From an optimization exercise on the open Yosys and OpenROAD flow, aimed at small area, a short achievable clock period and few clock cycles; shortcuts taken in it are not production practice.
At most, simulation tests tie the RTL to the original design; equivalence was not proved.

## old
// RISC15
module RISC15(clk, proc_rst, mem_addr, mem_wdata, mem_write_n, mem_rdata, halted);
Size: about 220 flip-flops, ~52 I/O pins.
==> module RISC15, before the edit <==
module RISC15(clk, proc_rst, mem_addr, mem_wdata, mem_write_n, mem_rdata, halted);
	input  wire        clk, proc_rst;
	output wire [15:0] mem_addr;
	output wire [15:0] mem_wdata;
	output wire        mem_write_n;
	input  wire [15:0] mem_rdata;
	output reg         halted;
	reg  [15:0] MA;         
	reg         fetching;   
	reg         rv;         
	reg  [15:0] IR;         
	reg  [7:0]  sa, sb;     
	reg         d_va;       
	reg         d_jlr;      
	reg         d_lhi;      
	reg         iv;         
	reg         bt;         
	reg  [6:0]  bimm;       
	reg  [15:0] pcX;        
	reg         nj;         
	reg         lport;      
	reg  [2:0]  ldr_p;
	reg         ldp;        
	reg  [2:0]  ldr_w;
	reg         wn;
	reg  [15:0] wd;
	reg         rst_q;      
	reg  [15:0] R [0:6];
	assign mem_addr    = MA;
	assign mem_wdata   = wd;
	assign mem_write_n = wn;
	wire [3:0]  op = IR[15:12];
	wire [2:0]  ra = IR[11:9], rb = IR[8:6], rc = IR[5:3];
	wire [6:0]  imm7 = bt ? bimm : {IR[5], IR[5:0]};
	wire [15:0] simm = {{9{imm7[6]}}, imm7};
	wire is_add = op == 4'b0000;
	wire is_adi = op == 4'b0001;
	wire is_ndu = op == 4'b0010;
	wire is_lhi = op == 4'b0011;
	wire is_lw  = op == 4'b0100;
	wire is_sw  = op == 4'b0101;
	wire is_jlr = op == 4'b1001;
	wire is_beq = op == 4'b1100;
	wire is_hlt = op == 4'b1010 || op == 4'b1011 || op == 4'b1101 || op == 4'b1110 || op == 4'b1111;
	reg [15:0] va, vb;
	integer k;
	always @* begin
		va = sa[7] ? pcX : 16'd0;
		vb = sb[7] ? pcX : 16'd0;
		for (k = 0; k < 7; k = k + 1) begin
			va = va | (sa[k] ? R[k] : 16'd0);
			vb = vb | (sb[k] ? R[k] : 16'd0);
		end
	end
	wire [15:0] opb = d_va ? va : (d_lhi & ~bt) ? {IR[8:0], 7'd0} : {simm[15:1], simm[0] | (d_jlr & ~bt)};
	wire [15:0] ap  = vb ^ opb;
	wire [15:0] ag  = vb & opb;
	reg  [15:0] gg, pp, g2, p2;
	integer l, j;
	always @* begin
		gg = ag; pp = ap;
		for (l = 0; l < 4; l = l + 1) begin
			g2 = gg; p2 = pp;
			for (j = 0; j < 16; j = j + 1)
				if (j[l]) begin
					g2[j] = gg[j] | (pp[j] & gg[((j >> l) << l) - 1]);
					p2[j] = pp[j] & pp[((j >> l) << l) - 1];
				end
			gg = g2; pp = p2;
		end
	end
	wire [15:0] sum = ap ^ {gg[14:0], 1'b0};
	wire        eq  = ~|ap;
	reg  [13:0] hc;
	integer m;
	always @* begin
		hc[0] = 1'b1;
		for (m = 1; m < 14; m = m + 1) hc[m] = hc[m-1] & pcX[m+1];
	end
	wire [13:0] hinc = pcX[15:2] ^ hc;
	wire [15:0] pc1  = {&pcX[1:0] ? hinc : pcX[15:2], pcX[1:0] + 2'd1};
	wire ra_chk = is_add | is_ndu | is_adi | is_sw | is_beq | is_lhi | is_jlr;
	wire rb_chk = is_add | is_ndu | is_adi | is_sw | is_beq | is_lw | is_jlr;
	wire rc_chk = is_add | is_ndu;
	wire dep = lport & iv & ((ra_chk & ra == ldr_p) | (rb_chk & rb == ldr_p) | (rc_chk & rc == ldr_p));
	wire wr_op  = is_add | is_ndu | is_adi | is_lhi | is_jlr;
	wire wstall = ldp;
	wire go     = iv & ~bt & ~wstall & ~dep & ~is_hlt;
	wire taken  = go & is_beq & eq;            
	wire run    = (go & ~taken) | bt;
	wire jlrj   = go & is_jlr & (ra != rb);
	wire jump   = jlrj | bt;
	wire memop  = go & (is_lw | is_sw);
	wire ld_ir  = rv & (~iv | go);       
	wire [1:0]  nk  = {1'b0, ~nj} + {1'b0, rv & ~dep} + {1'b0, fetching};
	wire [2:0]  nlo = {1'b0, pcX[1:0]} + {1'b0, nk};
	wire [15:0] nf  = {nlo[2] ? hinc : pcX[15:2], nlo[1:0]};
	wire        wr_x = go & wr_op;
	wire [2:0]  wa   = ldp ? ldr_w : (is_add | is_ndu) ? rc : ra;
	wire        s_sum = ~rst_q & ~ldp & (is_add | is_adi | is_jlr | is_lhi);
	wire        s_ndu = ~rst_q & ~ldp & is_ndu;
	wire        s_ld  = ~rst_q & ldp;
	wire [15:0] wdat = ({16{s_sum}} & sum) | ({16{s_ndu}} & ~ag) | ({16{s_ld}} & mem_rdata);
	wire        we   = wr_x | ldp;
	integer i;
	always @(posedge clk)
		for (i = 0; i < 7; i = i + 1)
			if (rst_q || (we && wa == i)) R[i] <= wdat;
	wire [15:0] ir_in = (mem_rdata[15:12] == 4'b0001) ?
	                    {mem_rdata[15:12], mem_rdata[8:6], mem_rdata[11:9], mem_rdata[5:0]} : mem_rdata;
	always @(posedge clk) begin
		wd <= va;
		bimm <= {IR[5], IR[5:0]} - {6'd0, ld_ir & ~nj};    
		ldr_p <= ra;
		ldr_w <= ldr_p;
		rst_q <= ~proc_rst;
		if (ld_ir) begin
			IR <= ir_in;
			sa <= 8'd1 << (ir_in[15:12] == 4'b1001 ? ir_in[8:6] : ir_in[11:9]);
			sb <= ir_in[15:12] == 4'b1001 ? 8'h80 : ir_in[15:12] == 4'b0011 ? 8'h00 : 8'd1 << ir_in[8:6];
			d_jlr <= ir_in[15:12] == 4'b1001;
			d_lhi <= ir_in[15:12] == 4'b0011;
			d_va <= ir_in[15:12] == 4'b0000 || ir_in[15:12] == 4'b0010 || ir_in[15:12] == 4'b1100;
		end
		if (taken) begin
			sb <= 8'h80;            
			d_va <= 1'b0;
		end
		if (~proc_rst) begin
			MA <= 16'd0;
			fetching <= 1'b1;
			rv <= 1'b0;
			iv <= 1'b0;
			bt <= 1'b0;
			pcX <= 16'd0;
			nj <= 1'b1;
			lport <= 1'b0;
			ldp <= 1'b0;
			wn <= 1'b1;
			halted <= 1'b0;
		end else begin
			MA <= jlrj ? va : (memop | bt) ? sum : nf;
			fetching <= ~memop;
			rv <= fetching & ~jump;
			iv <= jump ? 1'b0 : ld_ir ? 1'b1 : run ? 1'b0 : iv;
			bt <= taken;
			if (jump) begin pcX <= jlrj ? va : sum; nj <= 1'b1; end
			else if (ld_ir) begin pcX <= nj ? pcX : pc1; nj <= 1'b0; end
			lport <= go & is_lw;
			ldp <= lport;
			wn <= ~(go & is_sw);
			halted <= halted | (iv & ~bt & is_hlt);
		end
	end
endmodule
Settings: LEC_CHECK=0, ABC_AREA=1, CAP_MARGIN=20, CORE_MARGIN=2, CORE_UTILIZATION=40, SLEW_MARGIN=20; clock period 10.0 ns.
standard.sh (not shown) runs the stock make flow with config.mk's settings and CLKGATE_MAP_FILE= SYNTH_SCRIPT=/design/flow/synth_recipe.tcl, a recipe that flattens the netlist after the stock synthesis.
==> flow/flow/run.sh <==
#!/bin/bash
# Standard layout (the standard.sh), with repair aiming for a larger setup margin.
bash standard.sh SETUP_SLACK_MARGIN=7 finish > standard.log 2>&1
old ended with every stage complete and zero timing, DRC or antenna violations.
For new, these inputs were changed with respect to old:
-- flow/design.v --
<<< old, line 12
	reg  [7:0]  sa, sb;     
	reg         d_va;       
	reg         d_jlr;      
	reg         d_lhi;      
	reg         iv;         
	reg         bt;         
	reg  [6:0]  bimm;       
	reg  [15:0] pcX;        
	reg         nj;         
>>> new, line 12
	reg  [7:0]  sa, sb;     
	reg         d_va;       
	reg         iv;         
	reg         bt;         
	reg  [15:0] pcX;        
	reg         nj;         
<<< old, line 32
	wire [3:0]  op = IR[15:12];
	wire [2:0]  ra = IR[11:9], rb = IR[8:6], rc = IR[5:3];
	wire [6:0]  imm7 = bt ? bimm : {IR[5], IR[5:0]};
	wire [15:0] simm = {{9{imm7[6]}}, imm7};
	wire is_add = op == 4'b0000;
	wire is_adi = op == 4'b0001;
>>> new, line 29
	wire [3:0]  op = IR[15:12];
	wire [2:0]  ra = IR[11:9], rb = IR[8:6], rc = IR[5:3];
	wire [15:0] simm = {{10{IR[5]}}, IR[5:0]};
	wire is_add = op == 4'b0000;
	wire is_adi = op == 4'b0001;
<<< old, line 53
		end
	end
	wire [15:0] opb = d_va ? va : (d_lhi & ~bt) ? {IR[8:0], 7'd0} : {simm[15:1], simm[0] | (d_jlr & ~bt)};
	wire [15:0] ap  = vb ^ opb;
	wire [15:0] ag  = vb & opb;
>>> new, line 49
		end
	end
	wire [15:0] opb = d_va ? va : simm;
	wire [15:0] ap  = vb ^ opb;
	wire [15:0] ag  = vb & opb;
<<< old, line 92
	wire jump   = jlrj | bt;
	wire memop  = go & (is_lw | is_sw);
	wire ld_ir  = rv & (~iv | go);       
	wire [1:0]  nk  = {1'b0, ~nj} + {1'b0, rv & ~dep} + {1'b0, fetching};
	wire [2:0]  nlo = {1'b0, pcX[1:0]} + {1'b0, nk};
>>> new, line 88
	wire jump   = jlrj | bt;
	wire memop  = go & (is_lw | is_sw);
	wire ld_ir  = rv & (~iv | run);
	wire [1:0]  nk  = {1'b0, ~nj} + {1'b0, rv & ~dep} + {1'b0, fetching};
	wire [2:0]  nlo = {1'b0, pcX[1:0]} + {1'b0, nk};
<<< old, line 98
	wire        wr_x = go & wr_op;
	wire [2:0]  wa   = ldp ? ldr_w : (is_add | is_ndu) ? rc : ra;
	wire        s_sum = ~rst_q & ~ldp & (is_add | is_adi | is_jlr | is_lhi);
	wire        s_ndu = ~rst_q & ~ldp & is_ndu;
	wire        s_ld  = ~rst_q & ldp;
	wire [15:0] wdat = ({16{s_sum}} & sum) | ({16{s_ndu}} & ~ag) | ({16{s_ld}} & mem_rdata);
	wire        we   = wr_x | ldp;
	integer i;
>>> new, line 94
	wire        wr_x = go & wr_op;
	wire [2:0]  wa   = ldp ? ldr_w : (is_add | is_ndu) ? rc : ra;
	wire        s_sum = ~rst_q & ~ldp & (is_add | is_adi);
	wire        s_ndu = ~rst_q & ~ldp & is_ndu;
	wire        s_lhi = ~rst_q & ~ldp & is_lhi;
	wire        s_jlr = ~rst_q & ~ldp & is_jlr;
	wire        s_ld  = ~rst_q & ldp;
	wire [15:0] wdat = ({16{s_sum}} & sum) | ({16{s_ndu}} & ~ag) |
	                   ({16{s_lhi}} & {IR[8:0], 7'd0}) | ({16{s_jlr}} & pc1) |
	                   ({16{s_ld}} & mem_rdata);
	wire        we   = wr_x | ldp;
	integer i;
<<< old, line 111
	always @(posedge clk) begin
		wd <= va;
		bimm <= {IR[5], IR[5:0]} - {6'd0, ld_ir & ~nj};    
		ldr_p <= ra;
		ldr_w <= ldr_p;
>>> new, line 111
	always @(posedge clk) begin
		wd <= va;
		ldr_p <= ra;
		ldr_w <= ldr_p;
<<< old, line 117
		if (ld_ir) begin
			IR <= ir_in;
			sa <= 8'd1 << (ir_in[15:12] == 4'b1001 ? ir_in[8:6] : ir_in[11:9]);
			sb <= ir_in[15:12] == 4'b1001 ? 8'h80 : ir_in[15:12] == 4'b0011 ? 8'h00 : 8'd1 << ir_in[8:6];
			d_jlr <= ir_in[15:12] == 4'b1001;
			d_lhi <= ir_in[15:12] == 4'b0011;
			d_va <= ir_in[15:12] == 4'b0000 || ir_in[15:12] == 4'b0010 || ir_in[15:12] == 4'b1100;
		end
		if (taken) begin
			sb <= 8'h80;            
			d_va <= 1'b0;
>>> new, line 116
		if (ld_ir) begin
			IR <= ir_in;
			sa <= 8'd1 << ir_in[11:9];
			sb <= 8'd1 << ir_in[8:6];
			d_va <= ir_in[15:12] == 4'b0000 || ir_in[15:12] == 4'b0010 || ir_in[15:12] == 4'b1100;
		end else if (taken) begin
			sb <= 8'h80;            
			d_va <= 1'b0;
<<< old, line 140
			halted <= 1'b0;
		end else begin
			MA <= jlrj ? va : (memop | bt) ? sum : nf;
			fetching <= ~memop;
			rv <= fetching & ~jump;
			iv <= jump ? 1'b0 : ld_ir ? 1'b1 : run ? 1'b0 : iv;
			bt <= taken;
			if (jump) begin pcX <= jlrj ? va : sum; nj <= 1'b1; end
			else if (ld_ir) begin pcX <= nj ? pcX : pc1; nj <= 1'b0; end
			lport <= go & is_lw;
			ldp <= lport;
			wn <= ~(go & is_sw);
			halted <= halted | (iv & ~bt & is_hlt);
		end
	end
>>> new, line 136
			halted <= 1'b0;
		end else begin
			MA <= jlrj ? vb : (memop | bt) ? sum : nf;
			fetching <= ~memop;
			rv <= fetching & ~jump;
			iv <= jump ? 1'b0 : ld_ir ? 1'b1 : run ? 1'b0 : iv;
			bt <= taken;
			if (jump) begin pcX <= jlrj ? vb : sum; nj <= 1'b1; end
			else if (ld_ir) begin pcX <= nj ? pcX : pc1; nj <= 1'b0; end
			lport <= go & is_lw;
			ldp <= lport;
			wn <= ~(go & is_sw);
			halted <= halted | (iv & is_hlt);
		end
	end
### Flow results
- Diff old -> new: relative area of clock buffers and inverters in the final design -0.18 points, number of clock-tree buffers in the layout -3.3%, vertical die dimension -1.8%, count of sequential standard cells -9, worst setup slack +0.11 ns.
- Delta(synthesized cell count, new - old) < 0
- Relative to old, area of all placed cells without fillers has decreased by 56 µm² in new.
Testbench counts of new, summed over its fixed seeds: cycles 20,518.
Function not checked in old: the RTL went through the layout flow alone.

==> separate check: timing with driven ports <==
The results above use ideal ports. As a check the final layouts listed here were re-extracted and re-timed, cells and wires unchanged.
Step 1: set_driving_cell puts a clkbuf_16 on clk and a buf_2 on each other input, an assumption about the parent block.
Step 2 adds t to the input delays and takes it off the output delays; t is the mean of the earliest and latest rising clock arrival at the registers after step 1. Input paths then give back, and output paths get back, about the clock's delay inside the block.
Slacks: ideal ports / drivers / drivers and shift; pairs: ideal ports / drivers.
run | t, ns | setup slack, ns | worst register clock-pin slew, ns
old | 0.571 | 6.304 / 6.304 / 6.304 | 0.08 / 0.08
new | 0.579 | 6.415 / 6.415 / 6.385 | 0.07 / 0.07
After both steps every run listed still meets setup and hold. The setup slack of new, which loses most, moves by 0.000 ns with the drivers and by -0.030 ns with both steps.
